Background: an optimization exercise with open tools, aiming at small area and a short achievable clock period. Do not read the settings as production practice.
Function was checked by simulation only, so behaviour that the tests miss may differ from the original.

==> flow/design.v (excerpt) <==
module Pipeline_1(
input clk,rst,
input [7:0]a,b,c,d,
output [7:0]out
    );
Size: roughly 1,300 cells after synthesis, ~42 I/O pins, roughly 0.0084 mm2 of cells after synthesis.
clock: 36.0 ns
lec_check: 0
abc_area: 1
cap_margin: 20
core_margin: 2
core_utilization: 60
cts_buf_list: sky130_fd_sc_hd__clkbuf_8
slew_margin: 20
synth_hierarchical: 1
synth_minimum_keep_size: 0
standard.sh (not shown) runs the stock make flow with config.mk's settings and CLKGATE_MAP_FILE= SYNTH_SCRIPT=/design/flow/synth_recipe.tcl, a recipe that flattens the netlist after the stock synthesis.
==> flow/flow/run.sh <==
#!/bin/bash
# Own flow: the standard layout (standard.sh, unchanged synthesis, floorplan,
# power grid, placement, CTS and routing), except that the port buffers that
# global placement inserts are plain sky130_fd_sc_hd__buf_2 cells instead of the
# default delay-cell buffers. make's full output goes to standard.log here; ORFS
# also keeps each step's own log under orfs/logs/.
set -euo pipefail
export BUFFER_PORTS_ARGS="-buffer_cell sky130_fd_sc_hd__buf_2"
export SETUP_SLACK_MARGIN=24.5
bash standard.sh > standard.log 2>&1
The first run finished clean.
Edit:
--- a/flow/flow/run.sh
+++ b/flow/flow/run.sh
@@ -8,3 +8,3 @@
 export BUFFER_PORTS_ARGS="-buffer_cell sky130_fd_sc_hd__buf_2"
-export SETUP_SLACK_MARGIN=24.5
+export SETUP_SLACK_MARGIN=25
 bash standard.sh > standard.log 2>&1
--- a/flow/config.mk
+++ b/flow/config.mk
@@ -10,3 +10,3 @@
 export CORE_MARGIN = 2
-export CORE_UTILIZATION = 60
+export CORE_UTILIZATION = 50
 export CTS_BUF_LIST = sky130_fd_sc_hd__clkbuf_8
The changed run went through all stages and came out clean. Maximum frequency came out higher by 2.4%. Via count stays flat. Count of clock-buffer cells in the layout stays the same. Sequential share of layout area came out lower by 0.28 points. First-iteration DRC count came out lower by 9.3%. Global-route usage came out lower by 2.9 points. Non-clock buffer count came out higher by 9. Wire length came out higher by 5.4%. Register-to-register slack improves by 0.37 ns.
Edit:
==> flow/flow/run.sh (replaced) <==
#!/bin/bash
# Own flow: the standard layout (standard.sh, unchanged synthesis, floorplan,
# power grid, placement, CTS and routing), except that the port buffers that
# global placement inserts are plain sky130_fd_sc_hd__buf_1 cells instead of the
# default delay-cell buffers. make's full output goes to standard.log here; ORFS
# also keeps each step's own log under orfs/logs/.
set -euo pipefail
export BUFFER_PORTS_ARGS="-buffer_cell sky130_fd_sc_hd__buf_1"
export SETUP_SLACK_MARGIN=25
bash standard.sh > standard.log 2>&1
--- a/flow/config.mk
+++ b/flow/config.mk
@@ -10,3 +10,3 @@
 export CORE_MARGIN = 2
-export CORE_UTILIZATION = 50
+export CORE_UTILIZATION = 60
 export CTS_BUF_LIST = sky130_fd_sc_hd__clkbuf_8
Outcome: Register-to-register slack is worse by 0.03 ns; core utilization is higher by 9.6 points; worst hold slack gets worse by 0.0036 ns; non-clock buffer count falls by 3; routed wire length shrinks by 6.3%; via count is higher by about 1.2%; cell area goes down by 1.5%.
Edit:
==> flow/flow/run.sh (replaced) <==
#!/bin/bash
# Own flow: the standard layout (standard.sh: ORFS synthesis with the standard flow's
# synthesis script, floorplan, power grid, placement, CTS, routing) with three
# settings changed:
#  - ADDER_MAP_FILE is empty, so synthesis does not extract full/half adder
#    cells and ABC maps the (bit-level) arithmetic like any other logic; the
#    registers are the same as in the standard synthesis;
#  - the port buffers that global placement inserts are sky130_fd_sc_hd__buf_2;
#  - timing repair aims for a setup slack of 25.6 ns at the design's 36 ns clock.
# make's full output goes to standard.log here; ORFS keeps each step's own log
# under orfs/logs/.
set -euo pipefail
export ADDER_MAP_FILE=
export BUFFER_PORTS_ARGS="-buffer_cell sky130_fd_sc_hd__buf_2"
export SETUP_SLACK_MARGIN=25.6
bash standard.sh > standard.log 2>&1
Outcome: Synthesized cell count is higher by roughly a tenth. Routed wire length increases by roughly a tenth.

## harbor
Starting RTL as in the previous note.
export LEC_CHECK = 0
export ABC_AREA = 1
export CAP_MARGIN = 20
export CORE_MARGIN = 2
export CORE_UTILIZATION = 60
export CTS_BUF_LIST = sky130_fd_sc_hd__clkbuf_8
export SLEW_MARGIN = 20
export SYNTH_HIERARCHICAL = 1
export SYNTH_MINIMUM_KEEP_SIZE = 0
create_clock -name core_clock -period 36.0 [get_ports {clk}]
==> flow/flow/run.sh <==
#!/bin/bash
# Own flow: the standard layout (standard.sh) with these changes:
#  - synthesis is the standard flow's synthesis script (synth_recipe.tcl) unchanged, except
#    that the abc step maps each module separately with ORFS's area script
#    plus a delay target (flow/abc_map.script, flow/abc_override.tcl); the
#    registers are exactly those of the standard synthesis;
#  - the port buffers that global placement inserts on every input and output
#    are sky130_fd_sc_hd__buf_2 cells instead of the default delay-cell buffers;
#  - timing repair aims for a setup slack of 25 ns at the design's 36 ns clock.
# The rest (floorplan, power grid, tap cells, placement, CTS, routing) is
# standard.sh unchanged. Logs: synth.log (synthesis make run), standard.log
# (the rest); ORFS also keeps each step's log under orfs/logs/.
set -euo pipefail
W=$PWD
export BUFFER_PORTS_ARGS="-buffer_cell sky130_fd_sc_hd__buf_2"
export SETUP_SLACK_MARGIN=25
export ABC_SCRIPT_FILE=$W/flow/abc_map.script
export ABC_DMAP="Pipeline_1=9000 Pipeline_1_seg3=1500"
printf 'source %s\nsource %s\n' "$W/flow/abc_override.tcl" "$W/synth_recipe.tcl" > "$W/own_synth.tcl"
sed "s#SYNTH_SCRIPT=[^ ]*#SYNTH_SCRIPT=$W/own_synth.tcl#" standard.sh > own_standard.sh
bash own_standard.sh synth > synth.log 2>&1
bash standard.sh > standard.log 2>&1
==> flow/flow/abc_map.script <==
strash
dch
map -B 0.9 {D}
topo
stime -c
buffer -c
upsize -c {D}
dnsize -c {D}
==> flow/flow/abc_override.tcl <==
# Sourced before synth_recipe.tcl: replaces Yosys's abc command so that each
# module is mapped on its own, with the script in ABC_SCRIPT_FILE (where {D}
# stands for the delay target) and the per-module delay target in ps from
# ABC_DMAP ("module=ps ..."). Registers are not touched by abc.
proc abc {args} {
  set i [lsearch $args -D]
  if {$i >= 0} { set args [lreplace $args $i [expr {$i+1}]] }
  set fh [open $::env(ABC_SCRIPT_FILE) r]; set tmpl [read $fh]; close $fh
  foreach kv $::env(ABC_DMAP) {
    lassign [split $kv =] mod d
    set sf $::env(OBJECTS_DIR)/abc_$mod.script
    set fh [open $sf w]; puts -nonewline $fh [string map [list "{D}" "-D $d"] $tmpl]; close $fh
    set j [lsearch $args -script]
    set a [lreplace $args $j [expr {$j+1}] -script $sf]
    puts "abc for module $mod with delay target $d ps"
    yosys abc {*}$a $mod
  }
}
harbor went all the way through synthesis, placement and routing and the layout is clean on timing, DRC and antenna.
## Diff of input files: indigo against harbor
==> flow/flow/run.sh <==
#!/bin/bash
# Own flow: the standard layout (standard.sh, unchanged synthesis, floorplan,
# power grid, placement, CTS and routing), except that the port buffers that
# global placement inserts are plain sky130_fd_sc_hd__buf_2 cells instead of the
# default delay-cell buffers. make's full output goes to standard.log here; ORFS
# also keeps each step's own log under orfs/logs/.
set -euo pipefail
export BUFFER_PORTS_ARGS="-buffer_cell sky130_fd_sc_hd__buf_2"
export SETUP_SLACK_MARGIN=25
bash standard.sh > standard.log 2>&1
removed: flow/flow/abc_map.script
removed: flow/flow/abc_override.tcl
Findings:
From harbor to indigo the numbers moved as follows: wire length of the first global-routing pass has increased, critical path depth lost 81%, XOR/XNOR share of the synthesized area about even.
Status | harbor and indigo | clean
harbor -> indigo: share of post-route cells with drive strength above 1 flat
Relative to harbor, the floorplan core area measured on indigo has increased by a few percent.
The higher worst setup slack of harbor and indigo is in indigo.
Changes in ember relative to indigo:
--- a/flow/flow/run.sh
+++ b/flow/flow/run.sh
@@ -8,3 +8,3 @@
 export BUFFER_PORTS_ARGS="-buffer_cell sky130_fd_sc_hd__buf_2"
-export SETUP_SLACK_MARGIN=25
+export SETUP_SLACK_MARGIN=25.5
 bash standard.sh > standard.log 2>&1
## What came out
- ember went all the way through synthesis, placement and routing and the layout is clean on timing, DRC and antenna.
- ember against indigo: max-slew violation count roughly the same; worst setup slack lower.
Changes in amber relative to ember:
--- a/flow/flow/run.sh
+++ b/flow/flow/run.sh
@@ -8,3 +8,3 @@
 export BUFFER_PORTS_ARGS="-buffer_cell sky130_fd_sc_hd__buf_2"
-export SETUP_SLACK_MARGIN=25.5
+export SETUP_SLACK_MARGIN=26.5
 bash standard.sh > standard.log 2>&1
==> comparison <==
amber ended with less share of cell area taken by multi-input logic gates than ember. Comparing ember and amber, the higher number of non-filler instances in the completed layout was measured on amber. Reported for ember and amber, number of violations of the max-capacitance limit turned out identical to the last digit. Summary: with ember as the reference, wire length of the first global-routing pass in amber moved up by a few percent. When amber is measured against ember, its worst-case clock skew turns out 7.0 ps higher. Global-route usage | amber above ember. Setup slack: amber vs ember up 34 ps. [amber] met1 track demand over resource in global routing rose 1.6 points relative to ember.
Here is what was changed in the inputs of garnet compared with amber.
--- a/flow/flow/run.sh
+++ b/flow/flow/run.sh
@@ -8,3 +8,3 @@
 export BUFFER_PORTS_ARGS="-buffer_cell sky130_fd_sc_hd__buf_2"
-export SETUP_SLACK_MARGIN=26.5
+export SETUP_SLACK_MARGIN=25.25
 bash standard.sh > standard.log 2>&1
==> results.txt <==
In summary, garnet completed successfully, with a layout that passed the timing, DRC and antenna checks.
Per the comparison of garnet with amber, area used by multi-input combinational logic saw a decrease; logic depth of the worst setup path including buffers saw a decrease.

-- static timing again, ports no longer ideal --
How much do the figures lean on ideal ports? The routed layouts below were timed once more, with nothing changed but the port constraints.
Step 1, drivers: a clkbuf_16 drives clk and a buf_2 each remaining input, both assumed.
Step 2 also shifts input and output timing later by t, the mid clock arrival at the registers, as if the neighbouring blocks saw the same clock.
a / b / c = no drivers / after step 1 / after step 2; a / b = the first two.
run	t, ns	setup slack, ns	cell pins on the clock port's net
the first run of note 1	0.393	26.003 / 26.003 / 26.003	1
the second run of note 1	0.400	26.239 / 26.203 / 26.366	1
the third run of note 1	0.396	26.143 / 26.107 / 26.338	1
the fourth run of note 1	0.401	26.176 / 26.139 / 26.470	1
harbor	0.397	26.107 / 26.107 / 26.107	1
indigo	0.395	26.170 / 26.135 / 26.352	1
ember	0.396	26.167 / 26.133 / 26.487	1
amber	0.408	26.201 / 26.201 / 26.201	1
garnet	0.395	26.175 / 26.140 / 26.430	1
After both steps every run listed still meets setup and hold.
